This design comes from an exercise in tuning for small area, a short achievable clock period and few clock cycles on the open sky130 flow, not from production work. The RTL was checked by simulation tests, not by an equivalence proof against the original design. Power figures rest on the tool's default switching activity, not on a simulated workload.

$ cat design.v
module ge8 (input [7:0] a, b, output y);
wire [7:0] g1 = a & ~b;
wire [7:0] e1 = a | ~b;
wire [3:0] g2, e2;
wire [1:0] g4, e4;
genvar i;
generate
    for (i = 0; i < 4; i = i + 1) begin : l2
        assign g2[i] = g1[2*i+1] | e1[2*i+1] & g1[2*i];
        assign e2[i] = g1[2*i+1] | e1[2*i+1] & e1[2*i];
    end
    for (i = 0; i < 2; i = i + 1) begin : l4
        assign g4[i] = g2[2*i+1] | e2[2*i+1] & g2[2*i];
        assign e4[i] = g2[2*i+1] | e2[2*i+1] & e2[2*i];
    end
endgenerate
assign y = g4[1] | e4[1] & e4[0];
endmodule
module sort3_8 (
    input  [7:0] a, b, c,
    output [7:0] lo, md, hi
);
wire ab, ac, bc;
ge8 u_ab (.a(a), .b(b), .y(ab));
ge8 u_ac (.a(a), .b(c), .y(ac));
ge8 u_bc (.a(b), .b(c), .y(bc));
assign hi = (ab & ac)   ? a : (bc  ? b : c);
assign lo = (~ab & ~ac) ? a : (~bc ? b : c);
assign md = ab ? (bc ? b : (ac ? c : a)) : (ac ? a : (bc ? c : b));
endmodule
module max3_8 (input [7:0] a, b, c, output [7:0] y);
wire ab, ac, bc;
ge8 u_ab (.a(a), .b(b), .y(ab));
ge8 u_ac (.a(a), .b(c), .y(ac));
ge8 u_bc (.a(b), .b(c), .y(bc));
assign y = (ab & ac) ? a : (bc ? b : c);
endmodule
module min3_8 (input [7:0] a, b, c, output [7:0] y);
wire ab, ac, bc;
ge8 u_ab (.a(a), .b(b), .y(ab));
ge8 u_ac (.a(a), .b(c), .y(ac));
ge8 u_bc (.a(b), .b(c), .y(bc));
assign y = (~ab & ~ac) ? a : (~bc ? b : c);
endmodule
module med3_8 (input [7:0] a, b, c, output [7:0] y);
wire ab, ac, bc;
ge8 u_ab (.a(a), .b(b), .y(ab));
ge8 u_ac (.a(a), .b(c), .y(ac));
ge8 u_bc (.a(b), .b(c), .y(bc));
assign y = ab ? (bc ? b : (ac ? c : a)) : (ac ? a : (bc ? c : b));
endmodule
module median_ch (
    input        clk,
    input  [7:0] top, mid, bot,      
    input        lz, rz,             
    output reg [7:0] med             
);
wire [7:0] l0, m0, h0;
sort3_8 u_sort (.a(top), .b(mid), .c(bot), .lo(l0), .md(m0), .hi(h0));
reg [7:0] l1, m1, h1;    
reg [7:0] l2, m2, h2;    
reg [7:0] m3;            
reg [7:0] lp, hp;        
reg       c32;           
always @(posedge clk) begin
    {l1, m1, h1} <= {l0, m0, h0};
    {l2, m2, h2} <= {l1, m1, h1};
    m3 <= m2;
end
wire g21l, g21m, g21h, g31m;
ge8 u_g21l (.a(l2), .b(l1), .y(g21l));
ge8 u_g21m (.a(m2), .b(m1), .y(g21m));
ge8 u_g21h (.a(h2), .b(h1), .y(g21h));
ge8 u_g31m (.a(m3), .b(m1), .y(g31m));
wire [7:0] l21 = g21l ? l2 : l1;         
wire [7:0] h21 = g21h ? h1 : h2;         
wire gpl, gph;
ge8 u_gpl (.a(lp), .b(l1), .y(gpl));
ge8 u_gph (.a(hp), .b(h1), .y(gph));
always @(posedge clk) begin
    lp  <= l21;
    hp  <= h21;
    c32 <= g21m;
end
wire [7:0] mx = lz ? l21 : rz ? lp : (gpl ? lp : l1);
wire [7:0] mn = (lz | rz) ? 8'd0 : (gph ? h1 : hp);
wire [7:0] md3 = c32 ? (g21m ? m2 : (g31m ? m1 : m3)) : (g31m ? m3 : (g21m ? m1 : m2));
wire [7:0] md = lz ? (g21m ? m1 : m2) : rz ? (c32 ? m2 : m3) : md3;
reg [7:0] s_mx, s_md, s_mn;
always @(posedge clk) {s_mx, s_md, s_mn} <= {mx, md, mn};
wire [7:0] fin;
med3_8 u_fin (.a(s_mx), .b(s_md), .c(s_mn), .y(fin));
always @(posedge clk) med <= fin;
endmodule
module ipdc (                        
	input         i_clk,
	input         i_rst_n,
	input         i_op_valid,
	input  [ 2:0] i_op_mode,
	input         i_in_valid,
	input  [23:0] i_in_data,
	output        o_in_ready,
	output        o_out_valid,
	output [23:0] o_out_data
);
reg  [1535:0] ring;
wire [  23:0] rp [0:63];
genvar gi;
generate
    for (gi = 0; gi < 64; gi = gi + 1) begin : g_rp
        assign rp[gi] = ring[24*gi +: 24];
    end
endgenerate
wire        ld_first;        
reg         med_ins;         
wire [23:0] med_res;
wire [23:0] ring_in = med_ins ? med_res : (i_in_valid ? i_in_data : rp[0]);
always @(posedge i_clk) begin
    ring <= {ring_in, ring[1535:24]};
end
reg [5:0] B;
always @(posedge i_clk or negedge i_rst_n) begin
    if (!i_rst_n)               B <= 6'd0;
    else if (ld_first)          B <= 6'd63;
    else                        B <= B - 6'd1;
end
wire op_load = i_op_valid & (i_op_mode == 3'd0);
wire op_disp = i_op_valid & (i_op_mode != 3'd0) & ~i_op_mode[2] | i_op_valid & (i_op_mode == 3'd4);
wire op_med  = i_op_valid & (i_op_mode == 3'd5);
wire op_cs   = i_op_valid & (i_op_mode[2:1] == 2'b11);
reg in_ready_r;
always @(posedge i_clk or negedge i_rst_n) begin
    if (!i_rst_n) in_ready_r <= 1'b0;
    else          in_ready_r <= op_load;
end
assign o_in_ready = in_ready_r;
reg [5:0] icnt;
reg       icnt0, icnt63;     
always @(posedge i_clk or negedge i_rst_n) begin
    if (!i_rst_n) begin
        icnt     <= 6'd0;
        icnt0    <= 1'b1;
        icnt63   <= 1'b0;
    end
    else begin
        if (i_in_valid) begin
            icnt   <= icnt + 6'd1;
            icnt0  <= (icnt == 6'd63);
            icnt63 <= (icnt == 6'd62);
        end
    end
end
assign ld_first = i_in_valid & icnt0;
wire ld_done = i_in_valid & icnt63;
reg       med_pend;
reg [5:0] ins_cnt;
reg       b_is1;             
always @(posedge i_clk or negedge i_rst_n) begin
    if (!i_rst_n) b_is1 <= 1'b0;
    else          b_is1 <= (B[2:0] == 3'd2) & ~ld_first;
end
wire      med_go = (med_pend | op_med) & b_is1 & ~med_ins;
always @(posedge i_clk or negedge i_rst_n) begin
    if (!i_rst_n) begin
        med_pend <= 1'b0;
        med_ins  <= 1'b0;
        ins_cnt  <= 6'd0;
    end
    else begin
        if (med_go) begin
            med_ins  <= 1'b1;
            ins_cnt  <= 6'd0;
            med_pend <= 1'b0;
        end
        else begin
            if (op_med) med_pend <= 1'b1;
            if (med_ins) begin
                ins_cnt <= ins_cnt + 6'd1;
                if (ins_cnt == 6'd63) med_ins <= 1'b0;
            end
        end
    end
end
wire med_done = med_ins & (ins_cnt == 6'd61);
wire [5:0] m_next = 6'd9 - B;
wire [5:0] n_now  = 6'd7 - B;
wire [23:0] med3c;
reg  [191:0] sv;             
wire         sv_cap = med_ins & (ins_cnt[5:3] == 3'd0);
always @(posedge i_clk) sv <= {sv[167:0], sv_cap ? rp[0] : sv[191:168]};
reg          sv_sel;         
always @(posedge i_clk or negedge i_rst_n) begin
    if (!i_rst_n) sv_sel <= 1'b0;
    else          sv_sel <= med_ins & (ins_cnt >= 6'd47) & (ins_cnt <= 6'd54);
end
wire [23:0] bot_raw = sv_sel ? sv[191:168] : rp[16];
generate
    for (gi = 0; gi < 3; gi = gi + 1) begin : g_med
        reg mtop, mbot, lz, rz;
        always @(posedge i_clk) begin
            mtop <= (m_next[5:3] == 3'd0);
            mbot <= (m_next[5:3] == 3'd7);
            lz   <= (n_now[2:0] == 3'd0);
            rz   <= (n_now[2:0] == 3'd7);
        end
        median_ch u_ch (
            .clk (i_clk),
            .top (rp[0][8*gi +: 8]  & {8{~mtop}}),
            .mid (rp[8][8*gi +: 8]),
            .bot (bot_raw[8*gi +: 8] & {8{~mbot}}),
            .lz  (lz),
            .rz  (rz),
            .med (med3c[8*gi +: 8])
        );
    end
endgenerate
reg [23:0] md4, md5, md6, md7;
always @(posedge i_clk) begin
    md4 <= med3c;
    md5 <= md4;
    md6 <= md5;
    md7 <= md6;
end
assign med_res = md7;
reg [2:0] ox, oy;
reg       ymode;
wire [2:0] ox1 = (ox < 3'd4) ? ox + 3'd1 : ox;
wire [2:0] oy2 = (oy < 3'd4) ? oy + 3'd1 : oy;
reg [5:0] cq1, cq2, cq3, cq4;
always @(posedge i_clk) begin
    cq1 <= B - 6'd2 + {oy, ox1};
    cq2 <= B - 6'd2 + {oy2, ox};
    cq3 <= B - 6'd2;
    cq4 <= B + 6'd16;
end
reg       dreq;
reg [1:0] dsel;
always @(posedge i_clk or negedge i_rst_n) begin
    if (!i_rst_n) begin
        dreq <= 1'b0;
        dsel <= 2'd0;
    end
    else begin
        dreq <= op_disp;
        dsel <= i_op_mode[1:0];
    end
end
reg [5:0] q_is;
always @(*) begin
    case (i_op_mode[1:0])
        2'd1:    q_is = cq1;
        2'd2:    q_is = cq2;
        2'd3:    q_is = cq3;
        default: q_is = cq4;
    endcase
end
reg        dact;
reg [5:0]  dq;
reg [3:0]  cnt;
wire       run = dact & (dq[1:0] == 2'd2);
always @(posedge i_clk or negedge i_rst_n) begin
    if (!i_rst_n) begin
        ox    <= 3'd0;
        oy    <= 3'd0;
        ymode <= 1'b0;
        dact  <= 1'b0;
        dq    <= 6'd0;
        cnt   <= 4'd0;
    end
    else begin
        if (op_cs) ymode <= ~i_op_mode[0];
        if (dreq) begin
            case (dsel)
                2'd1:    begin ox <= ox1;  end
                2'd2:    begin oy <= oy2;  end
                2'd3:    begin ox <= 3'd0; oy <= 3'd0; end
                default: begin ox <= 3'd2; oy <= 3'd2; end
            endcase
        end
        if (op_disp) begin
            dact <= 1'b1;
            dq   <= q_is;
            cnt  <= 4'd0;
        end
        else if (dact) begin
            if (run) begin
                cnt <= cnt + 4'd1;
                if (cnt[1:0] == 2'd3) dq[5:2] <= dq[5:2] + 4'd1;
                if (cnt == 4'd15)     dact <= 1'b0;
            end
            else begin
                dq <= dq - 6'd1;
            end
        end
    end
end
reg [23:0] pix;
integer k;
always @(*) begin
    pix = 24'd0;
    for (k = 0; k < 16; k = k + 1)
        pix = pix | (rp[4*k + 2'd2] & {24{dq[5:2] == k}});
end
function [21:0] csa11(input [10:0] a, input [10:0] b, input [10:0] c);
    csa11 = {(a & b | a & c | b & c) << 1, a ^ b ^ c};
endfunction
wire [7:0]  pr = pix[7:0], pg = pix[15:8], pb = pix[23:16];
wire [21:0] y_cs  = csa11({2'b0, pr, 1'b0}, {1'b0, pg, 2'b0}, {3'b0, pg});
wire [21:0] cb_cs = csa11({1'b0, pb, 2'b0}, ~{2'b0, pg, 1'b0}, ~{3'b0, pr});
wire [21:0] cr_cs = csa11({1'b0, pr, 2'b0}, ~{2'b0, pg, 1'b0}, ~{3'b0, pg});
reg  [21:0] y_r, cb_r, cr_r;
reg  [ 7:0] b_r;
always @(posedge i_clk) begin
    y_r  <= y_cs;
    cb_r <= cb_cs;
    cr_r <= cr_cs;
    b_r  <= pb;
end
wire [10:0] y_s  = y_r[10:0]  + y_r[21:11]  + 11'd4;
wire [10:0] cb_s = cb_r[10:0] + cb_r[21:11] + 11'd1030;
wire [10:0] cr_f = cr_r[10:0] + cr_r[21:11] + ~{3'b0, b_r} + 11'd1031;
reg [23:0] od;
reg        ov, pv1;
always @(posedge i_clk) od <= ymode ? {cr_f[10:3], cb_s[10:3], y_s[10:3]} : pix;
always @(posedge i_clk or negedge i_rst_n) begin
    if (!i_rst_n) begin
        pv1 <= 1'b0;
        ov  <= 1'b0;
    end
    else begin
        pv1 <= run;
        ov  <= (ymode ? pv1 : run) | ld_done | med_done | op_cs;
    end
end
assign o_out_valid = ov;
assign o_out_data  = od;
endmodule
$ cat flow/run.sh
#!/bin/bash
# Standard ORFS layout; timing repair aims for a setup slack of 6.75 ns
# against the 10 ns clock, i.e. for a cycle of about 3.25 ns.
bash standard.sh SETUP_SLACK_MARGIN=6.75 finish > standard.log 2>&1
$ cat standard.sh
#!/bin/bash
# synth_recipe.tcl (not shown) runs the flow's synth.tcl, then flattens the netlist and writes it again
# the make line also repeats each setting of config.mk as NAME=value (left out here)
make -C /OpenROAD-flow-scripts/flow DESIGN_CONFIG=/design/flow/config.mk WORK_HOME=/design/flow/orfs CLKGATE_MAP_FILE= SYNTH_SCRIPT=/design/flow/synth_recipe.tcl "${@:-finish}"
$ cat config.mk
export PLATFORM = sky130hd
export DESIGN_NAME = ipdc
export DESIGN_NICKNAME = ipdc
export VERILOG_FILES = /design/flow/design.v
export SDC_FILE = /design/flow/constraint.sdc
export NUM_CORES = 4
export LEC_CHECK = 0
export CAP_MARGIN = 20
export CORE_MARGIN = 2
export CORE_UTILIZATION = 40
export CTS_CLUSTER_DIAMETER = 60
export CTS_CLUSTER_SIZE = 28
export SLEW_MARGIN = 20
$ cat constraint.sdc
create_clock -name core_clock -period 10.0 [get_ports {i_clk}]
set_input_delay 2.0000 -clock core_clock [delete_from_list [all_inputs] [get_ports {i_clk}]]
set_output_delay 2.0000 -clock core_clock [all_outputs]
set_load 0.01 [all_outputs]
==> summary.txt, run 1 <==
STA
  • Setup violators final: 0
  • Crit share post-route: 33.3%
  • Final Hold Vio Count: 0
  • Rel. slew slack: about 24%
  • Final Max Slew Viols: 0
  • Fin Hold WS: 0.298 ns
  • Crit path time final: ~3.3 ns
  • Slew @ Worst Pin: ~1.1 ns
  • Achievable Freq: approximately 300 MHz
  • RSZ-0062 raised after global routing: yes
  • Layout Skew: about 0.042 ns
  • Setup TNS: 0 ns

Power and ir drop
  • Pwr Total: around 22 mW
  • Worst VDD drop: approximately 0.2 mV
  • Leakage Power: approximately 29 nW
  • Power Density: 307 nW/um^2

Worst setup path
  • Buf+Inv Stages, Crit Path: 1
  • Worst-path maximum fanout: 1
  • Critical Path RT: about 8 ns
  • Largest delay share family, worst path: flip-flops
  • CP max-delay cell: dfrtp_1
  • Worst setup SP type: flop
  • Crit-path max cell delay: 0.41 ns
  • Worst EP arrival: 1.33 ns
  • Crit end category: output port
  • Kind of critical path: flop to output port
  • Worst-path cell chain: buf_2

Placement
  • Port-buffer cells: between 50 and 60
  • Inst Count DP: 6914
  • GPL Wtd Cong: 0.838
  • DP Wirelength: slightly below 90000 um

Global route
  • Total track usage: between 10% and 20%
  • Vias in the first global route: approximately 34000
  • First-pass GRT wire length: ~200000 um
  • Global route overflow: 0
  • Initial antenna violation count: 0
  • Largest net degree at the start of global routing: 64

Route
  • DRC viols: 0
  • Vias per Instance: a little under 5
  • Wire per inst: 18.6 um
  • Post-route ant nets: 0
  • 1st-iter DRT viols: around 2600
  • Number of iterations in the first detailed-routing pass: 7
  • Routed wire length: 133000 um
  • Via total after detailed routing: 34500

Synthesis
  • Asr flop ratio synth: under 10%
  • Most used DFF post-synth: dfxtp_1
  • Synth cell types: just under 100
  • Cells after Synth: between 4000 and 5000
  • Average size of a mapped cell: around 13 sq um
  • #FFs+latches synth: 2298
  • EDFF count, synth: 0
  • Cell Area, Synth: roughly 63000 sq um
  • Post-synth net total: a little over 5000
  • Register area share after synthesis: between 70% and 80%
  • Synth warnings: 2

Clock tree
  • CTS Sinks: between 2000 and 2500
  • Worst skew pair latency: 0.78 ns
  • Root Buffer: clkbuf_16
  • CTS Hold Bufs: 0
  • CTS tree: built
  • Num CTS Buffers: around 130
  • # H-tree levels: 4
  • Worst-path clk slew: around 0.10 ns
  • Deepest clock path buffer count: 3

Final layout
  • Sequential cell area: approximately 46000 sq um
  • ANT cells: 0
  • Commonest non-fill, non-tap cell in the layout: dfxtp_1
  • Layout area overhead: 12.6%
  • Fin cells: 7167
  • Most frequent cells in the layout: 2237 x dfxtp_1, 276 x inv_1, 238 x nand2_1
  • Layout fillers: about 14000
  • Area of the multi-input gates: around 16000 sq um
  • Fin nets: between 5000 and 6000
  • Ratio of cells with drive above 1 in the final layout: a little over a tenth

Job
  • Maxcap violations: 0

Die
  • Die Wd: roughly 400 um
  • Row count: 146
  • Core area: approximately 160000 sq um
  • Die Height: around 400 um
  • Initial core utilization: 40.2%
  • Die Area: ~160000 sq um
  • Top-Level Pins: 57

Worst hold path
  • Worst Hold Class: flop to flop

Status
  • Outcome: complete, no violations
## routing by layer
layer | wire length, um | track usage, % | share of wire [%]
met1 | 61300 | 21.5 | 46
met2 | 62000 | 26.4 | 47
met3 | 5260 | 2.40 | 4.0
met4 | 4500 | 6.29 | 3.4
met5 | 0 | 0 | 0
## layout make-up
cell class	instances	share of cell area [%]
sequential	2298	64.7
multi-input combinational	2178	22.4
clock buffer	147	4.94
tap	2072	3.63
inverter	282	1.48
clock inverter	71	1.43
timing repair buffer	119	1.43
## report_power, final
| part | leakage [nW] | internal, mW | switching, mW | total (mW) |
|---|---|---|---|---|
| registers | 19.1 | 11.1 | 0.826 | 12.0 |
| clock network | 2.22 | 2.81 | 3.22 | 6.04 |
| logic | 7.29 | 1.61 | 2.30 | 3.91 |
| total | 28.6 | 15.6 | 6.34 | 21.9 |
## final timing paths
path	from	slack (ns)	cells past startpoint	to
worst max-delay path	ov$_DFF_PN0_	6.67	1	o_out_valid
min in group asynchronous	i_rst_n	1.31	2	icnt[1]$_DFFE_PN0P_
worst max register to register	sv_sel$_DFF_PN0_	6.84	12	g_med[0].u_ch.h1[4]$_DFF_P_
max in group asynchronous	i_rst_n	8.23	2	sv_sel$_DFF_PN0_
worst min-delay path	ring[1159]$_DFF_P_	0.30	0	ring[1135]$_DFF_P_
worst min register to register	ring[1159]$_DFF_P_	0.30	0	ring[1135]$_DFF_P_
## stage by stage
stage	util, %	worst slack (ns)	area [sq um]
after floorplan	-	6.80	63500
after global placement	41.9	5.97	66300
after detailed placement	41.9	6.03	66300
after CTS	44.9	6.61	71000
after global routing	45.2	6.61	71500
final	45.2	6.67	71500
## flip-flops by register name, indices dropped and copies added (netlist names), 19 cells and up
name	cells
cr_r	19
g_med.u_ch.h1	24
g_med.u_ch.h2	24
g_med.u_ch.hp	24
g_med.u_ch.l1	24
g_med.u_ch.l2	24
g_med.u_ch.lp	24
g_med.u_ch.m1	24
g_med.u_ch.m2	24
g_med.u_ch.m3	24
g_med.u_ch.med	24
g_med.u_ch.s_md	24
g_med.u_ch.s_mn	24
g_med.u_ch.s_mx	24
md4	24
md5	24
md6	24
md7	24
od	24
ring	1536
sv	192
## cells by family after synthesis
logic type                 share of synthesized area [%]
DFF                                                 72.8
muxes                                               3.45
AOI/OAI and AO/OA                                   9.67
xor gates and xnor gates                            1.13
buffers and inverters                               2.62
and+or+nand+nor                                     6.27
adders and majority gates                           4.01
## repair_timing
item,in CTS,in global routing
buffers inserted,6,25
resized for setup,159,71
cloned,1,3
setup endpoints to repair,119,148
pin swaps,5,17
## cell usage after synthesis (all sizes together) (69+ instances only)
cell	instances	area, sq um
mux2	78	916
a221oi	69	611
o21ai	173	877
nand2	241	905
ha	95	1190
inv	277	1040
dfxtp	2250	45000
nand2b	82	513
clkbuf	113	424
maj3	108	1120
mux2i	115	1160
a21oi	163	835
nor2	193	737
a22oi	122	916
Testbench counts, summed over its fixed seeds: cycles 13,449.
==> run 2, diff against run 1 <==
--- a/config.mk
+++ b/config.mk
@@ -9,5 +9,5 @@
 export CORE_MARGIN = 2
 export CORE_UTILIZATION = 40
-export CTS_CLUSTER_DIAMETER = 60
-export CTS_CLUSTER_SIZE = 28
+export CTS_CLUSTER_DIAMETER = 150
+export CTS_CLUSTER_SIZE = 32
 export SLEW_MARGIN = 20
==> run 2 against run 1 <==
Net effect:
- largest power group unchanged
- first-iteration DRC count grew 4.9%
- power shrank 9.1%
- die area is the same
- routed wire length shrank 1.2%
- count of clock-buffer cells in the layout shrank 60
- largest cell class unchanged
- register-to-register slack is essentially flat
- cell count shrank 1.7%
- global-route usage shrank 0.33 points
- clock power shrank 32%
==> summary.txt, run 2 <==
Route
  • Post-route ant nets: 0 (unchanged)
  • Number of iterations in the first detailed-routing pass: 6 (-1)
  • Routed wire length: 131000 um (-1.2%)
  • 1st-iter DRT viols: 2689 (+4.9%)
  • DRC viols: 0 (unchanged)
  • Via total after detailed routing: 34200 (-0.92%)
  • Wire per inst: 18.7 um (+0.56%)
  • Vias per Instance: 4.86 (+0.84%)

Worst setup path
  • Worst-path cell chain: buf_2
  • Largest delay share family, worst path: flip-flops
  • Worst EP arrival: 1.28 ns (-0.05 ns)
  • Buf+Inv Stages, Crit Path: 1 (unchanged)
  • Critical Path RT: 8.00 ns (about the same)
  • Crit-path max cell delay: 0.42 ns (about the same)
  • Crit end category: output port
  • CP max-delay cell: dfrtp_1
  • CP Launch Point: ov$_DFF_PN0_
  • RR Startpoint: sv_sel$_DFF_PN0_
  • Worst-path maximum fanout: 1 (unchanged)
  • Reg2Reg Depth: 11 (-1)
  • Kind of critical path: flop to output port
  • Levels on crit path: 1 (unchanged)
  • Worst setup SP type: flop

Final layout
  • Reg with most FFs: ring
  • Max reg flops: 1536 (unchanged)
  • Most frequent cells in the layout: 2244 x dfxtp_1, 276 x inv_1, 238 x nand2_1
  • Commonest non-fill, non-tap cell in the layout: dfxtp_1
  • Fin nets: 5095 (-1.0%)
  • Regs by FF count: ring x1536, sv x192
  • Layout fillers: 14300 (+1.7%)
  • Layout area overhead: 8.76%
  • Final instance area: 69000 sq um (-3.4%)
  • Ratio of cells with drive above 1 in the final layout: 8.51% (-2.4 points)

STA
  • Achievable Freq: 305 MHz (+1.4%)
  • Rel. slew slack: 26.1% (+1.7 points)
  • Final Hold Vio Count: 0 (unchanged)
  • Setup violators final: 0 (unchanged)
  • Setup TNS: 0 ns (unchanged)
  • Crit share post-route: 32.8% (-0.47 points)
  • Worst setup margin: 6.72 ns (+0.0470 ns)
  • Crit path time final: 3.28 ns (-0.0470 ns)
  • Layout Skew: 0.0235 ns (-0.0186 ns)
  • RSZ-0062 raised after global routing: yes
  • Final Max Slew Viols: 0 (unchanged)
  • Fin Hold WS: 0.322 ns (+0.0233 ns)
  • Slew @ Worst Pin: 1.11 ns (-0.0261 ns)

Die
  • Top-Level Pins: 57 (unchanged)
  • Die Height: 402 um (unchanged)
  • Die Area: 162000 sq um (unchanged)
  • Initial core utilization: 40.2% (unchanged)
  • Row count: 146 (unchanged)
  • Die Wd: 402 um (unchanged)
  • Core area: 158000 sq um (unchanged)

Placement
  • Area after DPL: 66300 sq um (unchanged)
  • Dpl ws: 6.03 ns (unchanged)
  • DP Wirelength: 89200 um (unchanged)
  • GPL Wtd Cong: 0.838 (unchanged)
  • Port-buffer cells: 56 (unchanged)

Synthesis
  • Most used DFF post-synth: dfxtp_1
  • Cells after Synth: 4898 (unchanged)
  • Leading cell types by count after synthesis: 2250 x dfxtp_1, 276 x inv_1, 241 x nand2_1
  • Synth warnings: 2 (unchanged)
  • #FFs+latches synth: 2298 (unchanged)
  • Synth area leaders: dfxtp_1 71%, ha_1 1.9%, dfrtp_1 1.9%
  • Average size of a mapped cell: 13.0 sq um (unchanged)
  • Synth top area share: 70.9% (unchanged)
  • EDFF count, synth: 0 (unchanged)
  • Synth cell types: 99 (unchanged)
  • Register area share after synthesis: 72.8% (unchanged)
  • Asr flop ratio synth: 2.09% (unchanged)
  • Count leader, synth: dfxtp_1
  • Post-synth net total: 5036 (unchanged)
  • Cell Area, Synth: 63500 sq um (unchanged)
  • Synth area leader: dfxtp_1

Power and ir drop
  • Leakage Power: 27.4 nW (-4.1%)
  • Power Density: 289 nW/um^2 (-5.8%)
  • Clk pwr share: 20.5% (-7.0 points)
  • Switching power: 5.70 mW (-10%)
  • Int Pwr: 14.2 mW (-8.6%)
  • Combinational fraction of design power: 19.4% (+1.6 points)
  • Worst VDD drop: 0.160 mV (-20%)
  • Pwr Total: 19.9 mW (-9.1%)
  • Sequential group share of total power: 60.0% (+5.4 points)
  • Sw Ratio: 28.6% (-0.34 points)

Global route
  • First-pass GRT wire length: 197000 um (-1.5%)
  • Initial antenna violation count: 0 (unchanged)
  • Global route overflow: 0 (unchanged)
  • Total track usage: 15.8% (-0.33 points)
  • Vias in the first global route: 32900 (-2.0%)
  • Largest net degree at the start of global routing: 64 (unchanged)

Clock tree
  • CTS Sinks: 2298 (unchanged)
  • Deepest clock path buffer count: 3 (unchanged)
  • Worst-path clk slew: 0.12 ns (+0.02 ns)
  • Root Buffer: clkbuf_16
  • Num CTS Buffers: 81 (-38%)
  • CTS tree: built
  • Worst skew pair latency: 0.72 ns (-0.06 ns)
  • # H-tree levels: 3 (-1)

Worst hold path
  • Hold Startpoint: sv[147]$_DFF_P_
  • Hold path cells: 0 (unchanged)
  • Worst Hold Class: flop to flop

Job
  • Maxcap violations: 0 (unchanged)

Status
  • Outcome: complete, no violations
-- run 2: path summary, 6_finish.rpt --
kind,end,slack [ns]
worst max-delay path,o_out_valid,6.72
worst min-delay path,sv[171]$_DFF_P_,0.32
worst max register to register,g_med[0].u_ch.h1[6]$_DFF_P_,6.85
worst min register to register,sv[171]$_DFF_P_,0.32
max in group asynchronous,sv_sel$_DFF_PN0_,8.18
min in group asynchronous,icnt[1]$_DFFE_PN0P_,1.35
-- run 2: area by class of cell --
type                            instances  area, sq um  share of cell area (%)
Antenna cell                            1         2.50                 0.00362
Clock buffer                           87         2050                    2.97
Clock inverter                          8          138                   0.199
Inverter                              282         1060                    1.53
Multi-Input combinational cell       2177        16000                    23.2
Sequential cell                      2298        46300                    67.0
Tap cell                             2072         2590                    3.75
Timing Repair Buffer                  117          951                    1.38
-- run 2: layer usage --
layer	part of all wire [%]	vias up	global-route usage (%)
met5	0	-	0
met4	3.2	0	5.58
met3	3.5	171	1.71
met2	47	621	26.1
met1	47	16600	21.5
li1	-	16800	-
-- run 2: logic make-up after synthesis --
family	count (synthesis)	synth area share, %
buffers and inverters	425	2.62
adder cells (fa/ha/maj)	215	4.01
flip-flops	2298	72.8
AND/OR/NAND/NOR	818	6.27
XOR/XNOR	82	1.13
multiplexers	198	3.45
AO/OA/AOI/OAI	862	9.67
-- run 2: what timing repair did --
| item | CTS | global route |
|---|---|---|
| pin swaps | 4 | 14 |
| setup endpoints to repair | 114 | 138 |
| setup buffers | 4 | 25 |
| endpoints found under the hold margin | 0 | 0 |
| hold buffers | 0 | 0 |
| cloned | 1 | 2 |
| resized for setup | 151 | 59 |
-- run 2: power by group through the flow --
stage / logic [mW] / clock network [mW] / registers [mW]
6_report: 3.87 / 4.09 / 12.0
2_1_floorplan: 2.65 / 0 / 11.8
3_5_place_dp: 3.76 / 0 / 12.2
3_3_place_gp: 3.69 / 0 / 12.2
4_1_cts: 3.80 / 4.24 / 12.0
5_1_grt: 4.30 / 4.55 / 12.2
-- run 2: metrics by stage --
| step | util (%) | cells |
|---|---|---|
| after floorplan | - | 4898 |
| after global placement | 41.9 | 6913 |
| final | 43.7 | 7042 |
| after global routing | 43.7 | 7041 |
| after CTS | 43.4 | 7014 |
| after detailed placement | 41.9 | 6914 |
==> run 3, diff against run 2 <==
--- a/config.mk
+++ b/config.mk
@@ -9,5 +9,5 @@
 export CORE_MARGIN = 2
 export CORE_UTILIZATION = 40
-export CTS_CLUSTER_DIAMETER = 150
-export CTS_CLUSTER_SIZE = 32
+export CTS_CLUSTER_DIAMETER = 120
+export CTS_CLUSTER_SIZE = 30
 export SLEW_MARGIN = 20
==> run 3 against run 2 <==
Net effect:
- still clean on timing, DRC and antenna
- sequential power is essentially flat
- core utilization grew 0.11 points
- sequential share of layout area shrank 0.16 points
- routed wire length grew 0.12%
- flip-flop and latch count is the same
- critical path type unchanged
- largest power group unchanged
==> summary.txt, run 3 <==
STA
  • Rel. slew slack: 26.4% (+0.26 points)
  • Crit share post-route: 32.7% (-0.087 points)
  • Setup violators final: 0 (unchanged)
  • RSZ-0062 raised after global routing: yes
  • Achievable Freq: 305 MHz (+0.27%)
  • Final Hold Vio Count: 0 (unchanged)
  • Crit path time final: 3.27 ns (-0.00873 ns)
  • Final Max Slew Viols: 0 (unchanged)
  • Layout Skew: 0.0306 ns (+0.00709 ns)
  • Slew @ Worst Pin: 1.10 ns (-0.00386 ns)
  • Setup TNS: 0 ns (unchanged)

Clock tree
  • Worst skew pair latency: 0.72 ns (about the same)
  • Worst-path clk slew: 0.11 ns (about the same)
  • CTS Hold Bufs: 0 (unchanged)
  • Root Buffer: clkbuf_16
  • # H-tree levels: 3 (unchanged)
  • Deepest clock path buffer count: 3 (unchanged)
  • CTS Sinks: 2298 (unchanged)
  • CTS tree: built
  • Num CTS Buffers: 87 (+7.4%)

Synthesis
  • Cells after Synth: 4898 (unchanged)
  • Synth area leaders: dfxtp_1 71%, ha_1 1.9%, dfrtp_1 1.9%
  • Synth warnings: 2 (unchanged)
  • Count leader, synth: dfxtp_1
  • Average size of a mapped cell: 13.0 sq um (unchanged)
  • Register area share after synthesis: 72.8% (unchanged)
  • Asr flop ratio synth: 2.09% (unchanged)
  • #FFs+latches synth: 2298 (unchanged)
  • EDFF count, synth: 0 (unchanged)
  • Cell Area, Synth: 63500 sq um (unchanged)
  • Synth area leader: dfxtp_1
  • Post-synth net total: 5036 (unchanged)
  • Most used DFF post-synth: dfxtp_1
  • Synth top area share: 70.9% (unchanged)
  • Leading cell types by count after synthesis: 2250 x dfxtp_1, 276 x inv_1, 241 x nand2_1
  • Synth cell types: 99 (unchanged)

Worst hold path
  • Worst Hold Class: flop to flop
  • Hold path cells: 0 (unchanged)
  • Hold EP: ring[1455]$_DFF_P_
  • Hold Startpoint: ring[1479]$_DFF_P_

Route
  • Routed wire length: 132000 um (+0.12%)
  • Wire per inst: 18.7 um (about the same)
  • Vias per Instance: 4.84 (-0.40%)
  • DRC viols: 0 (unchanged)
  • Number of iterations in the first detailed-routing pass: 7 (+1)
  • Post-route ant nets: 0 (unchanged)
  • 1st-iter DRT viols: 2668 (-0.78%)
  • Via total after detailed routing: 34100 (-0.30%)

Global route
  • First-pass GRT wire length: 198000 um (+0.37%)
  • Largest net degree at the start of global routing: 64 (unchanged)
  • Total track usage: 15.8% (+0.062 points)
  • Vias in the first global route: 33000 (+0.39%)
  • Global route overflow: 0 (unchanged)
  • Initial antenna violation count: 0 (unchanged)

Placement
  • Inst Count DP: 6914 (unchanged)
  • GPL Wtd Cong: 0.838 (unchanged)
  • Port-buffer cells: 56 (unchanged)
  • Area after DPL: 66300 sq um (unchanged)
  • DP Wirelength: 89200 um (unchanged)

Job
  • Maxcap violations: 0 (unchanged)

Worst setup path
  • Worst-path cell chain: buf_2
  • Levels on crit path: 1 (unchanged)
  • Worst-path maximum fanout: 1 (unchanged)
  • Reg2Reg Depth: 12 (+1)
  • CP max-delay cell: dfrtp_1
  • R2R Setup Slk: 6.82 ns (-0.03 ns)
  • Worst setup SP type: flop
  • Crit-path max cell delay: 0.42 ns (about the same)
  • Buf+Inv Stages, Crit Path: 1 (unchanged)
  • Largest delay share family, worst path: flip-flops
  • Critical Path RT: 8.00 ns (about the same)
  • Crit end category: output port
  • RR Startpoint: sv_sel$_DFF_PN0_
  • End of the worst register-to-register path: g_med[0].u_ch.h1[6]$_DFF_P_
  • Kind of critical path: flop to output port
  • Worst EP arrival: 1.27 ns (about the same)

Die
  • Die Wd: 402 um (unchanged)
  • Top-Level Pins: 57 (unchanged)
  • Core area: 158000 sq um (unchanged)
  • Die Area: 162000 sq um (unchanged)
  • Initial core utilization: 40.2% (unchanged)
  • Die Height: 402 um (unchanged)
  • Row count: 146 (unchanged)

Final layout
  • Ratio of cells with drive above 1 in the final layout: 8.58% (+0.067 points)
  • ANT cells: 0 (-1)
  • Max reg flops: 1536 (unchanged)
  • Layout fillers: 14300 (-0.049%)
  • Regs by FF count: ring x1536, sv x192
  • Final instance area: 69200 sq um (+0.24%)
  • Area of the multi-input gates: 16000 sq um (-0.24%)
  • Fin nets: 5100 (+0.098%)
  • Fin cells: 7049 (+0.099%)
  • Layout area overhead: 9.03%
  • Reg with most FFs: ring
  • Commonest non-fill, non-tap cell in the layout: dfxtp_1
  • Most frequent cells in the layout: 2244 x dfxtp_1, 276 x inv_1, 238 x nand2_1
  • Sequential cell area: 46300 sq um (about the same)

Power and ir drop
  • Worst VDD drop: 0.166 mV (+3.7%)
  • Leakage Power: 27.5 nW (+0.29%)
  • Power Density: 291 nW/um^2 (+0.72%)
  • Pwr Total: 20.1 mW (+0.96%)

Status
  • Outcome: complete, no violations
[run 3: cell counts after synthesis]
Identical to the previous run, type by type.
[run 3: timing repair]
item / CTS / global route
resized for setup: 151 / 55
pin swaps: 5 / 13
endpoints found under the setup margin: 116 / 132
buffers inserted: 7 / 21
gates cloned: 1 / 2
[run 3: how the worst max path moves through the flow]
| stage | start | end | slack [ns] |
|---|---|---|---|
| after floorplan | i_op_mode[1] | dq[1]$_DFFE_PN0P_ | 6.80 |
| after global placement | i_op_mode[0] | ins_cnt[2]$_DFFE_PN0P_ | 5.97 |
| after detailed placement | i_op_mode[0] | ins_cnt[2]$_DFFE_PN0P_ | 6.03 |
| after CTS | ov$_DFF_PN0_ | o_out_valid | 6.68 |
| after global routing | ov$_DFF_PN0_ | o_out_valid | 6.67 |
| final | ov$_DFF_PN0_ | o_out_valid | 6.73 |
[run 3: final cells by class]
| class | count | area share, % |
|---|---|---|
| flip-flops and latches | 2298 | 66.8 |
| repair buffers | 116 | 1.35 |
| clock inverters | 11 | 0.275 |
| multi-input cells | 2177 | 23.1 |
| clock buffers | 93 | 3.21 |
| well taps | 2072 | 3.75 |
| inverters | 282 | 1.53 |
[run 3: worst reg2reg max path, cell delays in order (launching register included)]
cell and delay [ns]:
dfrtp_2 0.46, buf_12 0.14, clkbuf_16 0.19, mux2i_1 0.17
nor4_1 0.27, a2111o_1 0.16, a31oi_1 0.10, maj3_1 0.43
maj3_4 0.41, buf_4 0.16, nor2_1 0.07, a21oi_1 0.04
o21ai_0 0.39
[run 3: per-layer routing]
metal	wire, um	vias to the layer above	global-route usage (%)
met5	0	-	0
met4	4410	0	5.65
met3	4940	174	1.88
met2	61000	649	26.2
met1	61200	16500	21.5
li1	-	16800	-
[run 3: power by group]
group | internal (mW) | switching (mW)
Sequential | 11.1 | 0.821
Combinational | 1.59 | 2.29
Clock | 1.64 | 2.64
Total | 14.4 | 5.75
[run 3: kinds of logic after synthesis]
| kind of cell | Yosys count | synth area share (%) |
|---|---|---|
| AOI/OAI and AO/OA | 862 | 9.67 |
| xor gates and xnor gates | 82 | 1.13 |
| DFF | 2298 | 72.8 |
| adders and majority gates | 215 | 4.01 |
| buffers and inverters | 425 | 2.62 |
| muxes | 198 | 3.45 |
| and+or+nand+nor | 818 | 6.27 |
[run 3: stage by stage]
| stage | hold WS, ns | worst slack (ns) | util [%] |
|---|---|---|---|
| 2_1_floorplan | 0.310 | 6.80 | - |
| 3_3_place_gp | 0.310 | 5.97 | 41.9 |
| 3_5_place_dp | 0.312 | 6.03 | 41.9 |
| 4_1_cts | 0.313 | 6.68 | 43.5 |
| 5_1_grt | 0.318 | 6.67 | 43.8 |
| 6_report | 0.313 | 6.73 | 43.8 |
==> run 4, diff against run 3 <==
--- a/config.mk
+++ b/config.mk
@@ -11,3 +11,4 @@
 export CTS_CLUSTER_DIAMETER = 120
 export CTS_CLUSTER_SIZE = 30
+export PLACE_DENSITY = 0.72
 export SLEW_MARGIN = 20
==> run 4 against run 3 <==
Net effect:
- power is 0.23% lower
- register-to-register slack lost 0.02 ns
- critical endpoint is now o_in_ready
- count of clock-buffer cells in the layout rose by 1
- critical path type unchanged
==> summary.txt, run 4 <==
Power and ir drop
  • Leakage Power: 27.4 nW (-0.35%)
  • Clk pwr share: 21.2% (about the same)
  • Switching power: 5.73 mW (-0.44%)
  • Sequential group share of total power: 59.7% (+0.3 points)
  • Pwr Total: 20.1 mW (-0.23%)
  • Combinational fraction of design power: 19.1% (-0.2 points)
  • Worst VDD drop: 0.200 mV (+20%)
  • Sw Ratio: 28.5% (-0.058 points)
  • Int Pwr: 14.3 mW (-0.15%)
  • Power Density: 291 nW/um^2 (about the same)

Route
  • Routed wire length: 128000 um (-3.0%)
  • Via total after detailed routing: 34500 (+1.2%)
  • Wire per inst: 18.1 um (-2.8%)
  • Vias per Instance: 4.90 (+1.4%)
  • Post-route ant nets: 0 (unchanged)
  • 1st-iter DRT viols: 2703 (+1.3%)
  • DRC viols: 0 (unchanged)
  • Number of iterations in the first detailed-routing pass: 6 (-1)

Worst setup path
  • Largest delay share family, worst path: flip-flops
  • Crit-path max cell delay: 0.38 ns (-0.04 ns)
  • Critical Path RT: 8.00 ns (about the same)
  • Worst setup SP type: flop
  • Worst-path maximum fanout: 1 (unchanged)
  • Worst-path cell chain: buf_2
  • Kind of critical path: flop to output port
  • CP max-delay cell: dfrtp_1
  • Worst EP arrival: 1.24 ns (-0.03 ns)
  • Crit end category: output port
  • Buf+Inv Stages, Crit Path: 1 (unchanged)

Clock tree
  • # H-tree levels: 3 (unchanged)
  • Root Buffer: clkbuf_16
  • Num CTS Buffers: 87 (unchanged)
  • CTS tree: built
  • CTS Sinks: 2298 (unchanged)
  • Worst skew pair latency: 0.72 ns (about the same)
  • Worst-path clk slew: 0.11 ns (about the same)
  • Deepest clock path buffer count: 3 (unchanged)

Status
  • Outcome: complete, no violations

Global route
  • Initial antenna violation count: 5 (+5)
  • Vias in the first global route: 33900 (+2.7%)
  • Largest net degree at the start of global routing: 64 (unchanged)
  • Global route overflow: 0 (unchanged)
  • First-pass GRT wire length: 196000 um (-1.0%)
  • Total track usage: 15.4% (-0.45 points)

Synthesis
  • Synth warnings: 2 (unchanged)
  • Post-Synth Adder-Cell Area: 4.01% (unchanged)
  • Asr flop ratio synth: 2.09% (unchanged)
  • Most used DFF post-synth: dfxtp_1
  • EDFF count, synth: 0 (unchanged)
  • Synth area leader: dfxtp_1
  • Count leader, synth: dfxtp_1
  • Cells after Synth: 4898 (unchanged)
  • Largest family of logic cells by synthesized area: compound AO/OA/AOI/OAI gates
  • Synth area leaders: dfxtp_1 71%, ha_1 1.9%, dfrtp_1 1.9%
  • Average size of a mapped cell: 13.0 sq um (unchanged)
  • Leading cell types by count after synthesis: 2250 x dfxtp_1, 276 x inv_1, 241 x nand2_1
  • Post-synthesis xor/xnor area fraction: 1.13% (unchanged)
  • Synth cell types: 99 (unchanged)
  • Synth Area in Simple Gates: 6.27% (unchanged)
  • Register area share after synthesis: 72.8% (unchanged)
  • Post-synthesis compound-gate area fraction: 9.67% (unchanged)
  • Synth top area share: 70.9% (unchanged)
  • Cell Area, Synth: 63500 sq um (unchanged)
  • Mux cell area share after synthesis: 3.45% (unchanged)
  • Post-synth net total: 5036 (unchanged)
  • #FFs+latches synth: 2298 (unchanged)

Final layout
  • Max reg flops: 1536 (unchanged)
  • Layout fillers: 14000 (-2.1%)
  • Regs by FF count: ring x1536, sv x192
  • Reg with most FFs: ring
  • Fin nets: 5085 (-0.29%)
  • Sequential cell area: 46300 sq um (unchanged)
  • Layout area overhead: 8.76%
  • Final core utilization: 43.7% (-0.11 points)
  • Area of the multi-input gates: 15900 sq um (-0.25%)
  • Commonest non-fill, non-tap cell in the layout: dfxtp_1
  • Ratio of cells with drive above 1 in the final layout: 8.24% (-0.34 points)
  • Most frequent cells in the layout: 2242 x dfxtp_1, 276 x inv_1, 239 x nand2_1
  • Fin cells: 7036 (-0.18%)
  • ANT cells: 0 (unchanged)

Placement
  • Dpl ws: 6.01 ns (-0.0133 ns)
  • Port-buffer cells: 56 (unchanged)
  • DP Wirelength: 85800 um (-3.8%)
  • GPL Wtd Cong: 0.853 (+1.7%)
  • Inst Count DP: 6914 (unchanged)

Die
  • Row count: 146 (unchanged)
  • Initial core utilization: 40.2% (unchanged)
  • Die Area: 162000 sq um (unchanged)
  • Core area: 158000 sq um (unchanged)
  • Die Height: 402 um (unchanged)
  • Die Wd: 402 um (unchanged)
  • Top-Level Pins: 57 (unchanged)

STA
  • Layout Skew: 0.0375 ns (+0.00682 ns)
  • Final Hold Vio Count: 0 (unchanged)
  • Setup TNS: 0 ns (unchanged)
  • Rel. slew slack: 26.2% (-0.15 points)
  • Crit share post-route: 32.4% (-0.35 points)
  • Worst setup margin: 6.76 ns (+0.0351 ns)
  • Achievable Freq: 309 MHz (+1.1%)
  • RSZ-0062 raised after global routing: yes
  • Setup violators final: 0 (unchanged)
  • Slew @ Worst Pin: 1.11 ns (+0.00228 ns)
  • Final Max Slew Viols: 0 (unchanged)
  • Crit path time final: 3.24 ns (-0.0351 ns)

Job
  • Maxcap violations: 0 (unchanged)

Worst hold path
  • Worst Hold Class: flop to flop
-- run 4: cell counts after synthesis --
Identical to the previous run, type by type.
-- run 4: layout make-up --
type,count,area share [%]
sequential,2298,67.0
multi-input combinational,2177,23.1
tap,2072,3.75
clock buffer,94,3.19
inverter,282,1.53
timing repair buffer,101,1.16
clock inverter,12,0.304
-- run 4: repair_timing --
| item | 4_1_cts | 5_1_grt |
|---|---|---|
| buffers inserted | 6 | 7 |
| endpoints found under the setup margin | 101 | 105 |
| hold buffers | 0 | 0 |
| pin swaps | 5 | 8 |
| gates cloned | 1 | 2 |
| gates resized for setup | 145 | 50 |
-- run 4: stage by stage --
step	instance area (sq um)	hold WS, ns
global route	69000	0.316
global placement	66300	0.310
finish	69000	0.307
CTS	68800	0.312
detailed placement	66300	0.312
floorplan	63500	0.310
-- run 4: worst paths after layout --
path / end / startpoint / cells past startpoint / slack, ns
max: o_in_ready / in_ready_r$_DFF_PN0_ / 1 / 6.76
min: md4[0]$_DFF_P_ / g_med[0].u_ch.med[0]$_DFF_P_ / 0 / 0.31
max reg2reg: g_med[1].u_ch.m1[5]$_DFF_P_ / sv_sel$_DFF_PN0_ / 10 / 6.80
min reg2reg: md4[0]$_DFF_P_ / g_med[0].u_ch.med[0]$_DFF_P_ / 0 / 0.31
max in group asynchronous: med_ins$_DFF_PN0_ / i_rst_n / 2 / 8.18
min in group asynchronous: icnt[3]$_DFFE_PN0P_ / i_rst_n / 2 / 1.36
-- run 4: cell families after synthesis --
kind of cell               Yosys count
DFF                               2298
xor gates and xnor gates            82
muxes                              198
buffers and inverters              425
AOI/OAI and AO/OA                  862
adders and majority gates          215
and+or+nand+nor                    818
-- run 4: power by group through the flow --
stage / Clock [mW] / Sequential, mW / Combinational (mW)
floorplan: 0 / 11.8 / 2.65
global placement: 0 / 12.1 / 3.63
detailed placement: 0 / 12.2 / 3.73
CTS: 4.36 / 12.0 / 3.78
global route: 4.66 / 12.2 / 4.27
finish: 4.25 / 12.0 / 3.84
-- run 4: per-layer routing --
| metal | up-vias | global-route usage [%] | wire (um) |
|---|---|---|---|
| met2 | 817 | 25.9 | 60200 |
| met4 | 0 | 4.82 | 3670 |
| met3 | 193 | 1.83 | 5200 |
| met5 | - | 0 | 0 |
| li1 | 16700 | - | - |
| met1 | 16700 | 20.7 | 58600 |
==> run 5, diff against run 4 <==
--- a/config.mk
+++ b/config.mk
@@ -6,5 +6,5 @@
 export NUM_CORES = 4
 export LEC_CHECK = 0
-export CAP_MARGIN = 20
+export CAP_MARGIN = 10
 export CORE_MARGIN = 2
 export CORE_UTILIZATION = 40
@@ -12,3 +12,3 @@
 export CTS_CLUSTER_SIZE = 30
 export PLACE_DENSITY = 0.72
-export SLEW_MARGIN = 20
+export SLEW_MARGIN = 10
==> run 5 against run 4 <==
Net effect:
- still clean
- first-iteration DRC count unchanged
- sequential power about the same
- core utilization unchanged
- combinational power about the same
- routed wire length unchanged
- power unchanged
- non-clock buffer count unchanged
- final area unchanged
- maximum frequency unchanged
- critical path type unchanged
==> summary.txt, run 5 <==
Route
  • Wire per inst: 18.1 um (unchanged)
  • 1st-iter DRT viols: 2703 (unchanged)
  • Post-route ant nets: 0 (unchanged)
  • Routed wire length: 128000 um (unchanged)
  • Via total after detailed routing: 34500 (unchanged)
  • Vias per Instance: 4.90 (unchanged)
  • DRC viols: 0 (unchanged)
  • Number of iterations in the first detailed-routing pass: 6 (unchanged)

Synthesis
  • Count leader, synth: dfxtp_1
  • Synth top area share: 70.9% (unchanged)
  • Synth area leader: dfxtp_1
  • EDFF count, synth: 0 (unchanged)
  • Register area share after synthesis: 72.8% (unchanged)
  • Average size of a mapped cell: 13.0 sq um (unchanged)
  • Cell Area, Synth: 63500 sq um (unchanged)
  • Synth warnings: 2 (unchanged)
  • Post-synth net total: 5036 (unchanged)
  • Most used DFF post-synth: dfxtp_1
  • Synth cell types: 99 (unchanged)
  • Asr flop ratio synth: 2.09% (unchanged)
  • #FFs+latches synth: 2298 (unchanged)
  • Cells after Synth: 4898 (unchanged)
  • Synth area leaders: dfxtp_1 71%, ha_1 1.9%, dfrtp_1 1.9%
  • Leading cell types by count after synthesis: 2250 x dfxtp_1, 276 x inv_1, 241 x nand2_1

Clock tree
  • Root Buffer: clkbuf_16
  • CTS Sinks: 2298 (unchanged)
  • Deepest clock path buffer count: 3 (unchanged)
  • Worst-path clk slew: 0.11 ns (about the same)
  • Num CTS Buffers: 87 (unchanged)
  • Worst skew pair latency: 0.72 ns (about the same)
  • # H-tree levels: 3 (unchanged)
  • CTS Hold Bufs: 0 (unchanged)
  • CTS tree: built

Final layout
  • Most frequent cells in the layout: 2242 x dfxtp_1, 276 x inv_1, 239 x nand2_1
  • Final instance area: 69000 sq um (unchanged)
  • Ratio of cells with drive above 1 in the final layout: 8.24% (unchanged)
  • Reg with most FFs: ring
  • ANT cells: 0 (unchanged)
  • Regs by FF count: ring x1536, sv x192
  • Max reg flops: 1536 (unchanged)
  • Fin nets: 5085 (unchanged)
  • Layout area overhead: 8.76% (unchanged)
  • Commonest non-fill, non-tap cell in the layout: dfxtp_1

Worst setup path
  • End of the worst register-to-register path: g_med[1].u_ch.m1[5]$_DFF_P_
  • R2R Setup Slk: 6.80 ns (about the same)
  • Worst-path cell chain: buf_2
  • RR Startpoint: sv_sel$_DFF_PN0_
  • Crit end category: output port
  • Worst-path maximum fanout: 1 (unchanged)
  • Worst setup SP type: flop
  • Worst EP arrival: 1.24 ns (about the same)
  • Kind of critical path: flop to output port
  • Critical Path RT: 8.00 ns (about the same)
  • Reg2Reg Depth: 10 (unchanged)
  • Largest delay share family, worst path: flip-flops
  • CP max-delay cell: dfrtp_1
  • Crit-path max cell delay: 0.38 ns (about the same)
  • Buf+Inv Stages, Crit Path: 1 (unchanged)

Power and ir drop
  • Worst VDD drop: 0.200 mV (unchanged)
  • Power Density: 291 nW/um^2 (unchanged)
  • Pwr Total: 20.1 mW (unchanged)
  • Leakage Power: 27.4 nW (unchanged)

Worst hold path
  • Hold path cells: 0 (unchanged)
  • Hold EP: md4[0]$_DFF_P_
  • Worst Hold Class: flop to flop
  • Hold Startpoint: g_med[0].u_ch.med[0]$_DFF_P_

STA
  • Setup TNS: 0 ns (unchanged)
  • Setup violators final: 0 (unchanged)
  • Worst setup margin: 6.76 ns (unchanged)
  • Rel. slew slack: 26.2% (unchanged)
  • Slew @ Worst Pin: 1.11 ns (unchanged)
  • Layout Skew: 0.0375 ns (unchanged)
  • Achievable Freq: 309 MHz (unchanged)
  • RSZ-0062 raised after global routing: yes
  • Fin Hold WS: 0.307 ns (unchanged)
  • Final Max Slew Viols: 0 (unchanged)
  • Crit share post-route: 32.4% (unchanged)
  • Final Hold Vio Count: 0 (unchanged)
  • Crit path time final: 3.24 ns (unchanged)

Global route
  • Initial antenna violation count: 5 (unchanged)
  • Global route overflow: 0 (unchanged)
  • First-pass GRT wire length: 196000 um (unchanged)
  • Largest net degree at the start of global routing: 64 (unchanged)
  • Total track usage: 15.4% (unchanged)
  • Vias in the first global route: 33900 (unchanged)

Die
  • Initial core utilization: 40.2% (unchanged)
  • Row count: 146 (unchanged)
  • Top-Level Pins: 57 (unchanged)
  • Die Area: 162000 sq um (unchanged)
  • Die Wd: 402 um (unchanged)
  • Core area: 158000 sq um (unchanged)
  • Die Height: 402 um (unchanged)

Job
  • Maxcap violations: 0 (unchanged)

Placement
  • GPL Wtd Cong: 0.853 (unchanged)
  • Dpl ws: 6.01 ns (unchanged)
  • Port-buffer cells: 56 (unchanged)
  • Area after DPL: 66300 sq um (unchanged)
  • DP Wirelength: 85800 um (unchanged)

Status
  • Outcome: complete, no violations
==> run 5: cell counts after synthesis <==
No cell type changed its count.
==> run 5: metrics by stage <==
step,utilization [%],std cells
6_report,43.7,7036
5_1_grt,43.7,7036
4_1_cts,43.5,7027
3_5_place_dp,41.9,6914
3_3_place_gp,41.9,6914
2_1_floorplan,-,4898
==> run 5: layout make-up <==
type                            instances  area, sq um
Clock buffer                           94         2200
Clock inverter                         12          210
Fill cell                           14000        89000
Inverter                              282         1060
Multi-Input combinational cell       2177        15900
Sequential cell                      2298        46300
Tap cell                             2072         2590
Timing Repair Buffer                  101          802
==> run 5: routing by layer <==
layer | wire length, um | track usage, % | share of wire [%] | vias up
met5 | 0 | 0 | 0 | -
met4 | 3670 | 4.82 | 2.9 | 0
met3 | 5200 | 1.83 | 4.1 | 193
met2 | 60200 | 25.9 | 47 | 817
met1 | 58600 | 20.7 | 46 | 16700
li1 | - | - | - | 16700
==> run 5: report_power, final <==
part / switching (mW) / internal (mW)
clock network: 2.61 / 1.65
logic: 2.28 / 1.56
registers: 0.837 / 11.1
==> run 5: worst max-delay path by stage <==
stage / startpoint / endpoint / slack, ns / cells past startpoint
after CTS: in_ready_r$_DFF_PN0_ / o_in_ready / 6.72 / 1
after global placement: i_op_mode[0] / ins_cnt[2]$_DFFE_PN0P_ / 6.05 / 6
after floorplan: i_op_mode[1] / dq[1]$_DFFE_PN0P_ / 6.80 / 8
final: in_ready_r$_DFF_PN0_ / o_in_ready / 6.76 / 1
after detailed placement: i_op_mode[0] / ins_cnt[2]$_DFFE_PN0P_ / 6.01 / 6
after global routing: sv_sel$_DFF_PN0_ / g_med[1].u_ch.m1[5]$_DFF_P_ / 6.66 / 10
==> run 5: kinds of logic (layout without fill, tap and decap cells) <==
logic type,count (synthesis),count (layout),share of synthesized area (%)
AOI/OAI and AO/OA,862,863,9.67
xor gates and xnor gates,82,82,1.13
adders and majority gates,215,216,4.01
buffers and inverters,425,489,2.62
DFF,2298,2298,72.8
muxes,198,198,3.45
and+or+nand+nor,818,818,6.27
==> run 5: repair_timing <==
| item | in CTS | in global routing |
|---|---|---|
| setup buffers | 6 | 7 |
| gates resized for setup | 145 | 50 |
| endpoints found under the setup margin | 101 | 105 |
| pin swaps | 5 | 8 |
| cloned | 1 | 2 |
==> run 6, diff against run 5 <==
--- a/config.mk
+++ b/config.mk
@@ -11,4 +11,3 @@
 export CTS_CLUSTER_DIAMETER = 120
 export CTS_CLUSTER_SIZE = 30
-export PLACE_DENSITY = 0.72
 export SLEW_MARGIN = 10
==> run 6 against run 5 <==
Net effect:
- count of clock-buffer cells in the layout unchanged
- still clean on timing, DRC and antenna
- register-to-register slack improved by 0.05 ns
- cell count about the same
- highest routed layer unchanged
- via count decreased by 1.4%
==> summary.txt, run 6 <==
Power and ir drop
  • Worst VDD drop: 0.165 mV (-18%)
  • Pwr Total: 20.1 mW (about the same)
  • Power Density: 291 nW/um^2 (about the same)
  • Leakage Power: 27.4 nW (about the same)

STA
  • Crit share post-route: 32.6% (+0.16 points)
  • Crit path time final: 3.26 ns (+0.0159 ns)
  • Slew @ Worst Pin: 1.11 ns (+0.00498 ns)
  • Setup TNS: 0 ns (unchanged)
  • Fin Hold WS: 0.308 ns (+0.00140 ns)
  • Layout Skew: 0.0328 ns (-0.00465 ns)
  • Rel. slew slack: 25.9% (-0.33 points)
  • Setup violators final: 0 (unchanged)
  • Achievable Freq: 307 MHz (-0.49%)
  • Final Max Slew Viols: 0 (unchanged)
  • RSZ-0062 raised after global routing: yes
  • Final Hold Vio Count: 0 (unchanged)

Worst setup path
  • CP max-delay cell: dfrtp_1
  • Largest delay share family, worst path: flip-flops
  • Crit end category: output port
  • Critical Path RT: 8.00 ns (about the same)
  • Buf+Inv Stages, Crit Path: 1 (unchanged)
  • Worst-path cell chain: buf_6
  • Crit-path max cell delay: 0.42 ns (+0.04 ns)
  • Worst EP arrival: 1.26 ns (+0.02 ns)
  • Worst setup SP type: flop
  • Kind of critical path: flop to output port
  • Worst-path maximum fanout: 1 (unchanged)

Final layout
  • Reg with most FFs: ring
  • Fin cells: 7037 (+0.014%)
  • Regs by FF count: ring x1536, sv x192
  • Most frequent cells in the layout: 2243 x dfxtp_1, 276 x inv_1, 238 x nand2_1
  • Commonest non-fill, non-tap cell in the layout: dfxtp_1
  • Final core utilization: 43.7% (about the same)
  • Max reg flops: 1536 (unchanged)
  • Ratio of cells with drive above 1 in the final layout: 8.36% (+0.12 points)
  • Layout area overhead: 8.74% (about the same)
  • Fin nets: 5089 (+0.079%)

Route
  • Routed wire length: 131000 um (+3.0%)
  • Post-route ant nets: 0 (unchanged)
  • Via total after detailed routing: 34000 (-1.4%)
  • Wire per inst: 18.7 um (+2.9%)
  • Number of iterations in the first detailed-routing pass: 7 (+1)
  • 1st-iter DRT viols: 2408 (-11%)
  • DRC viols: 0 (unchanged)
  • Vias per Instance: 4.83 (-1.5%)

Synthesis
  • Synth cell types: 99 (unchanged)
  • Register area share after synthesis: 72.8% (unchanged)
  • Synth area leader: dfxtp_1
  • Average size of a mapped cell: 13.0 sq um (unchanged)
  • Synth warnings: 2 (unchanged)
  • Synth area leaders: dfxtp_1 71%, ha_1 1.9%, dfrtp_1 1.9%
  • #FFs+latches synth: 2298 (unchanged)
  • Most used DFF post-synth: dfxtp_1
  • Count leader, synth: dfxtp_1
  • Cell Area, Synth: 63500 sq um (unchanged)
  • Post-synth net total: 5036 (unchanged)
  • Leading cell types by count after synthesis: 2250 x dfxtp_1, 276 x inv_1, 241 x nand2_1
  • Asr flop ratio synth: 2.09% (unchanged)
  • Cells after Synth: 4898 (unchanged)
  • Synth top area share: 70.9% (unchanged)
  • EDFF count, synth: 0 (unchanged)

Placement
  • Inst Count DP: 6913 (-0.014%)
  • Port-buffer cells: 56 (unchanged)
  • DP Wirelength: 89300 um (+4.1%)
  • GPL Wtd Cong: 0.838 (-1.7%)

Clock tree
  • CTS tree: built
  • Deepest clock path buffer count: 3 (unchanged)
  • # H-tree levels: 3 (unchanged)
  • Num CTS Buffers: 86 (-1.1%)
  • Worst skew pair latency: 0.72 ns (about the same)
  • CTS Sinks: 2298 (unchanged)
  • Root Buffer: clkbuf_16
  • Worst-path clk slew: 0.11 ns (about the same)

Global route
  • Initial antenna violation count: 1 (-4)
  • Vias in the first global route: 33000 (-2.8%)
  • Global route overflow: 0 (unchanged)
  • Largest net degree at the start of global routing: 64 (unchanged)
  • First-pass GRT wire length: 198000 um (+1.2%)
  • Total track usage: 15.8% (+0.44 points)

Die
  • Initial core utilization: 40.2% (unchanged)
  • Die Area: 162000 sq um (unchanged)
  • Top-Level Pins: 57 (unchanged)
  • Core area: 158000 sq um (unchanged)
  • Die Wd: 402 um (unchanged)
  • Row count: 146 (unchanged)
  • Die Height: 402 um (unchanged)

Worst hold path
  • Worst Hold Class: flop to flop

Status
  • Outcome: complete, no violations

Job
  • Maxcap violations: 0 (unchanged)
run 6: cell counts after synthesis:
Identical to the previous run, type by type.
run 6: routing by layer:
metal / GRT usage, % / vias to the layer above / part of all wire (%)
li1: - / 16800 / -
met1: 21.5 / 16400 / 47
met2: 26.2 / 627 / 46
met3: 1.78 / 168 / 3.6
met4: 5.70 / 0 / 3.2
met5: 0 / - / 0
run 6: final cells by class:
cell class / count / area [sq um]
diodes: 1 / 2.50
clock buffers: 94 / 2220
clock inverters: 7 / 98.8
fillers: 14300 / 89000
inverters: 282 / 1060
multi-input cells: 2177 / 16000
flip-flops and latches: 2298 / 46300
well taps: 2072 / 2590
repair buffers: 106 / 836
run 6: kinds of logic after synthesis:
group / after synthesis / share of synthesized area, %
compound gates: 862 / 9.67
xor+xnor: 82 / 1.13
mux: 198 / 3.45
flops: 2298 / 72.8
fa+ha+maj: 215 / 4.01
buf+inv: 425 / 2.62
simple gates: 818 / 6.27
run 6: power breakdown:
part / leakage [nW] / switching, mW / total, mW / internal [mW]
sequential: 19.1 / 0.825 / 12.0 / 11.1
combinational: 7.16 / 2.29 / 3.86 / 1.57
clock: 1.14 / 2.61 / 4.23 / 1.62
total: 27.4 / 5.73 / 20.1 / 14.3
run 6: final timing paths:
path,endpoint,cells after the start,start,slack (ns)
max in group asynchronous,med_ins$_DFF_PN0_,2,i_rst_n,8.17
worst max register to register,g_med[1].u_ch.m1[0]$_DFF_P_,10,sv_sel$_DFF_PN0_,6.85
worst min register to register,sv[37]$_DFF_P_,0,sv[13]$_DFF_P_,0.31
worst max-delay path,o_out_valid,1,ov$_DFF_PN0_,6.74
min in group asynchronous,icnt[1]$_DFFE_PN0P_,2,i_rst_n,1.37
worst min-delay path,sv[37]$_DFF_P_,0,sv[13]$_DFF_P_,0.31
run 6: per-stage QoR:
| step | setup WS, ns | cell area, sq um |
|---|---|---|
| finish | 6.74 | 69000 |
| global route | 6.67 | 69000 |
| global placement | 5.97 | 66300 |
| floorplan | 6.80 | 63500 |
| detailed placement | 6.02 | 66300 |
| CTS | 6.69 | 68700 |
run 6: what timing repair did:
| item | 4_1_cts | 5_1_grt |
|---|---|---|
| gates cloned | 1 | 1 |
| hold buffers | 0 | 0 |
| pin swaps | 5 | 10 |
| resized for setup | 155 | 54 |
| setup buffers | 8 | 12 |
| setup endpoints to repair | 120 | 108 |
==> run 7, diff against run 6 <==
--- a/config.mk
+++ b/config.mk
@@ -8,5 +8,5 @@
 export CAP_MARGIN = 10
 export CORE_MARGIN = 2
-export CORE_UTILIZATION = 40
+export CORE_UTILIZATION = 50
 export CTS_CLUSTER_DIAMETER = 120
 export CTS_CLUSTER_SIZE = 30
==> run 7 against run 6 <==
Net effect:
- still clean
- die area is 20% lower
- power decreased by 0.22%
- combinational power barely moved
- sequential power barely moved
- maximum frequency about the same
- synthesized cell count is the same
- critical path depth did not move
- area after synthesis unchanged
- critical path type unchanged
- critical endpoint unchanged
==> summary.txt, run 7 <==
Status
  • Outcome: complete, no violations

Final layout
  • Reg with most FFs: ring
  • Ratio of cells with drive above 1 in the final layout: 8.42% (+0.064 points)
  • ANT cells: 0 (-1)
  • Area of the multi-input gates: 16000 sq um (about the same)
  • Most frequent cells in the layout: 2244 x dfxtp_1, 276 x inv_1, 238 x nand2_1
  • Max reg flops: 1536 (unchanged)
  • Sequential cell area: 46300 sq um (about the same)

Placement
  • Area after DPL: 65700 sq um (-0.79%)
  • GPL Wtd Cong: 0.870 (+3.7%)
  • DP Wirelength: 88600 um (-0.76%)

STA
  • Crit path time final: 3.25 ns (-0.00292 ns)
  • Achievable Freq: 307 MHz (about the same)
  • Slew @ Worst Pin: 1.05 ns (-0.0647 ns)
  • Final Hold Vio Count: 0 (unchanged)
  • Crit share post-route: 32.5% (about the same)
  • Setup TNS: 0 ns (unchanged)
  • Worst setup margin: 6.75 ns (+0.00292 ns)
  • Final Max Slew Viols: 0 (unchanged)

Synthesis
  • Post-synth net total: 5036 (unchanged)
  • Leading cell types by count after synthesis: 2250 x dfxtp_1, 276 x inv_1, 241 x nand2_1
  • Synth top area share: 70.9% (unchanged)
  • EDFF count, synth: 0 (unchanged)
  • #FFs+latches synth: 2298 (unchanged)
  • Synth area leader: dfxtp_1
  • Average size of a mapped cell: 13.0 sq um (unchanged)
  • Register area share after synthesis: 72.8% (unchanged)
  • Synth area leaders: dfxtp_1 71%, ha_1 1.9%, dfrtp_1 1.9%
  • Asr flop ratio synth: 2.09% (unchanged)
  • Count leader, synth: dfxtp_1
  • Cell Area, Synth: 63500 sq um (unchanged)
  • Synth warnings: 2 (unchanged)

Worst setup path
  • End of the worst register-to-register path: g_med[2].u_ch.h1[3]$_DFF_P_
  • Largest delay share family, worst path: flip-flops
  • Worst setup SP type: flop
  • Crit-path max cell delay: 0.39 ns (-0.03 ns)
  • Critical Path RT: 8.00 ns (about the same)
  • Kind of critical path: flop to output port
  • Reg2Reg Depth: 11 (+1)
  • RR Startpoint: g_med[0].mtop$_DFF_P_
  • CP max-delay cell: dfrtp_1
  • Buf+Inv Stages, Crit Path: 1 (unchanged)
  • R2R Setup Slk: 6.82 ns (-0.03 ns)
  • Crit end category: output port
  • Worst EP arrival: 1.25 ns (about the same)

Power and ir drop
  • Power Density: 292 nW/um^2 (+0.38%)
  • Leakage Power: 27.4 nW (+0.15%)
  • Pwr Total: 20.0 mW (-0.22%)

Clock tree
  • Worst skew pair latency: 0.72 ns (about the same)
  • Deepest clock path buffer count: 3 (unchanged)
  • # H-tree levels: 3 (unchanged)
  • CTS Sinks: 2298 (unchanged)
  • Root Buffer: clkbuf_16
  • Num CTS Buffers: 86 (unchanged)
  • Worst-path clk slew: 0.11 ns (about the same)

Route
  • Wire per inst: 19.7 um (+5.4%)
  • 1st-iter DRT viols: 2747 (+14%)
  • Post-route ant nets: 0 (unchanged)
  • Via total after detailed routing: 34100 (+0.39%)
  • DRC viols: 0 (unchanged)

Global route
  • Vias in the first global route: 32700 (-0.81%)
  • Total track usage: 19.6% (+3.8 points)
  • Largest net degree at the start of global routing: 64 (unchanged)

Worst hold path
  • Hold path cells: 0 (unchanged)
  • Worst Hold Class: flop to flop
  • Hold Startpoint: ring[701]$_DFF_P_

Die
  • Die Area: 130000 sq um (-20%)
  • Initial core utilization: 50.5% (+10 points)
  • Die Wd: 360 um (-10%)
  • Die Height: 360 um (-10%)

Job
  • Maxcap violations: 0 (unchanged)
[run 7: cell counts after synthesis]
No cell type changed its count.
[run 7: metrics by stage]
stage / hold slack (ns) / utilization [%]
finish: 0.315 / 54.6
global route: 0.319 / 54.6
CTS: 0.314 / 54.2
detailed placement: 0.312 / 52.3
global placement: 0.310 / 52.3
floorplan: 0.310 / -
[run 7: area by class of cell]
class                   instances  share of cell area (%)
repair buffers                116                    1.41
clock buffers                  94                    3.18
well taps                    1650                    3.01
flip-flops and latches       2298                    67.4
multi-input cells            2177                    23.3
clock inverters                 7                   0.170
inverters                     282                    1.54
[run 7: power by group]
part | leakage, nW | total [mW] | switching (mW) | internal, mW
Combinational | 7.23 | 3.86 | 2.28 | 1.58
Sequential | 19.1 | 12.0 | 0.836 | 11.1
Clock | 1.12 | 4.18 | 2.59 | 1.59
Total | 27.4 | 20.0 | 5.70 | 14.3
[run 7: worst max path at each step]
stage                             endpoint  slack (ns)  depth (start not counted)    startpoint
floorplan                dq[1]$_DFFE_PN0P_        6.80                          8  i_op_mode[1]
global placement    ins_cnt[2]$_DFFE_PN0P_        5.94                          6  i_op_mode[0]
detailed placement  ins_cnt[2]$_DFFE_PN0P_        5.99                          6  i_op_mode[0]
CTS                            o_out_valid        6.70                          1  ov$_DFF_PN0_
global route                   o_out_valid        6.68                          1  ov$_DFF_PN0_
finish                         o_out_valid        6.75                          1  ov$_DFF_PN0_
[run 7: logic make-up after synthesis]
kind of cell    synth area share, %
xor+xnor                       1.13
simple gates                   6.27
mux                            3.45
buf+inv                        2.62
flops                          72.8
compound gates                 9.67
fa+ha+maj                      4.01
[run 7: routing by layer]
layer  vias up  GRT usage [%]  part of all wire (%)
li1      16800              -                     -
met1     16500           27.8                    48
met2       676           31.8                    46
met3       166           2.38                   3.6
met4         0           5.56                   2.8
met5         -              0                     0
[run 7: repair_timing]
action,CTS,global route
buffers inserted,2,26
endpoints found under the hold margin,0,0
gates resized for setup,151,56
hold buffers,0,0
pin swaps,3,16
gates cloned,1,2
setup endpoints to repair,126,105

Setup slack of run 7, layout unchanged: 6.748 ns with ideal ports, 6.677 ns with driving cells assumed (clock clkbuf_16, inputs buf_2), 6.304 ns with port delays also shifted by the 0.772 ns mid clock arrival.
